What follows belongs to an exercise in optimizing a design on an open flow for small area and a short achievable clock period; a production flow would make more cautious choices. At most, simulation tests tie the RTL to the original design; equivalence was not proved. No activity file was given, so power comes from the tool's default toggle rates.

## 02-02
==> module cpa_mac, before the edit <==
module cpa_mac (input [23:0] x, input [15:0] z, output [23:0] y);
  wire g0 = x[0] & z[0];
  wire p0 = x[0] ^ z[0];
  wire g1 = x[1] & z[1];
  wire p1 = x[1] ^ z[1];
  wire g2 = x[2] & z[2];
  wire p2 = x[2] ^ z[2];
  wire g3 = x[3] & z[3];
  wire p3 = x[3] ^ z[3];
  wire g4 = x[4] & z[4];
  wire p4 = x[4] ^ z[4];
  wire g5 = x[5] & z[5];
  wire p5 = x[5] ^ z[5];
  wire g6 = x[6] & z[6];
  wire p6 = x[6] ^ z[6];
  wire g7 = x[7] & z[7];
  wire p7 = x[7] ^ z[7];
  wire g8 = x[8] & z[8];
  wire p8 = x[8] ^ z[8];
  wire g9 = x[9] & z[9];
  wire p9 = x[9] ^ z[9];
  wire g10 = x[10] & z[10];
  wire p10 = x[10] ^ z[10];
  wire g11 = x[11] & z[11];
  wire p11 = x[11] ^ z[11];
  wire g12 = x[12] & z[12];
  wire p12 = x[12] ^ z[12];
  wire g13 = x[13] & z[13];
  wire p13 = x[13] ^ z[13];
  wire g14 = x[14] & z[14];
  wire p14 = x[14] ^ z[14];
  wire g15 = x[15] & z[15];
  wire p15 = x[15] ^ z[15];
  wire G0 = g1 | (p1 & g0);
  wire G1 = g3 | (p3 & g2);
  wire P1 = p3 & p2;
  wire G2 = g5 | (p5 & g4);
  wire P2 = p5 & p4;
  wire G3 = g7 | (p7 & g6);
  wire P3 = p7 & p6;
  wire G4 = g9 | (p9 & g8);
  wire P4 = p9 & p8;
  wire G5 = g11 | (p11 & g10);
  wire P5 = p11 & p10;
  wire G6 = g13 | (p13 & g12);
  wire P6 = p13 & p12;
  wire G7 = g15 | (p15 & g14);
  wire P7 = p15 & p14;
  wire G8 = G1 | (P1 & G0);
  wire G9 = G3 | (P3 & G2);
  wire P9 = P3 & P2;
  wire G10 = G5 | (P5 & G4);
  wire P10 = P5 & P4;
  wire G11 = G7 | (P7 & G6);
  wire P11 = P7 & P6;
  wire G12 = G9 | (P9 & G8);
  wire G13 = G11 | (P11 & G10);
  wire P13 = P11 & P10;
  wire G14 = G13 | (P13 & G12);
  wire G15 = G10 | (P10 & G12);
  wire G16 = G2 | (P2 & G8);
  wire G17 = G4 | (P4 & G12);
  wire G18 = G6 | (P6 & G15);
  wire G19 = g2 | (p2 & G0);
  wire G20 = g4 | (p4 & G8);
  wire G21 = g6 | (p6 & G16);
  wire G22 = g8 | (p8 & G12);
  wire G23 = g10 | (p10 & G17);
  wire G24 = g12 | (p12 & G15);
  wire G25 = g14 | (p14 & G18);
  assign y[0] = p0;
  assign y[1] = p1 ^ g0;
  assign y[2] = p2 ^ G0;
  assign y[3] = p3 ^ G19;
  assign y[4] = p4 ^ G8;
  assign y[5] = p5 ^ G20;
  assign y[6] = p6 ^ G16;
  assign y[7] = p7 ^ G21;
  assign y[8] = p8 ^ G12;
  assign y[9] = p9 ^ G22;
  assign y[10] = p10 ^ G17;
  assign y[11] = p11 ^ G23;
  assign y[12] = p12 ^ G15;
  assign y[13] = p13 ^ G24;
  assign y[14] = p14 ^ G18;
  assign y[15] = p15 ^ G25;
  assign y[23:16] = {x[23], x[22], x[21], x[20], x[19], x[18], x[17], x[16]} + G14;
endmodule
==> flow/config.mk <==
export PLATFORM = sky130hd
export DESIGN_NAME = systolic_array
export DESIGN_NICKNAME = systolic_array
export VERILOG_FILES = /design/flow/design.v
export SDC_FILE = /design/flow/constraint.sdc
export NUM_CORES = 4
export LEC_CHECK = 0
export CAP_MARGIN = 20
export CORE_MARGIN = 2
export CORE_UTILIZATION = 55
export SETUP_SLACK_MARGIN = 2.5
export SLEW_MARGIN = 20
export SYNTH_HIERARCHICAL = 1
export SYNTH_MINIMUM_KEEP_SIZE = 0
==> flow/constraint.sdc <==
create_clock -name core_clock -period 7.0 [get_ports {clk}]
set_input_delay 1.4000 -clock core_clock [delete_from_list [all_inputs] [get_ports {clk}]]
set_output_delay 1.4000 -clock core_clock [all_outputs]
set_load 0.01 [all_outputs]
standard.sh (not shown) runs the stock make flow with config.mk's settings and CLKGATE_MAP_FILE= SYNTH_SCRIPT=/design/flow/synth_recipe.tcl, a recipe that flattens the netlist after the stock synthesis.
==> flow/flow/run.sh <==
#!/bin/bash
set -euo pipefail
export BUFFER_PORTS_ARGS="-inputs -outputs -buffer_cell sky130_fd_sc_hd__buf_1"
bash standard.sh > make.log 2>&1
[inputs] 08-24 vs 02-02
diff --git a/flow/design.v b/flow/design.v
--- a/flow/design.v
+++ b/flow/design.v
@@ -283,9 +283,11 @@
   assign y[12] = p12 ^ G15;
   assign y[13] = p13 ^ G24;
   assign y[14] = p14 ^ G18;
   assign y[15] = p15 ^ G25;
-  assign y[23:16] = {x[23], x[22], x[21], x[20], x[19], x[18], x[17], x[16]} + G14;
+  wire [7:0] xh = {x[23], x[22], x[21], x[20], x[19], x[18], x[17], x[16]};
+  wire [7:0] xh1 = xh + 1'b1;
+  assign y[23:16] = G14 ? xh1 : xh;
 endmodule
 `timescale 1ns/100ps
 module systolic_array#(
     parameter NUM_ROW = 8,
==> results.txt <==
- 08-24 vs. 02-02: weighted congestion at the end of routability-driven global placement went up 0.026; worst IR drop on VDD shows a reduction of 18%.
- Changes observed in 08-24 relative to 02-02: starting density of the core decreased by 0.17 points relative to the old numbers; final-layout clock buffer total lost 1.9%.
- Cmp 08-24 vs 02-02: first-pass GRT wire length higher in 08-24
- Count of vias placed by the detailed router | 08-24 above 02-02
- Taking 02-02 as the reference, in 08-24 clock transition at the registers of the reported paths did not really move; proportion of cell area occupied by registers increased 0.42 points.
No functional check of the RTL was part of 02-02.

-- static timing again, ports no longer ideal --
The results above use ideal ports. As a check the final layouts listed here were re-extracted and re-timed, cells and wires unchanged.
Step 1: set_driving_cell puts a clkbuf_16 on clk and a buf_2 on each other input, an assumption about the parent block.
Step 2 also shifts input and output timing later by t, the mid clock arrival at the registers, as if the neighbouring blocks saw the same clock.
Slacks: no drivers / after step 1 / after step 2; pairs: no drivers / after step 1.
run | shift t [ns] | setup slack, ns | hold slack, ns | worst setup path after step 2 | latest minus earliest clock arrival (ns)
02-02 | 1.070 | 2.471 / 2.471 / 1.458 | 0.311 / 0.311 / 0.311 | input to register | 0.071 / 0.070
08-24 | 1.058 | 2.535 / 2.572 / 1.514 | 0.318 / 0.318 / 0.318 | input to register | 0.053 / 0.052
After both steps setup and hold are still met in every run listed. The setup slack of 08-24, which loses most, moves by +0.037 ns with the drivers and by -1.021 ns with both steps.
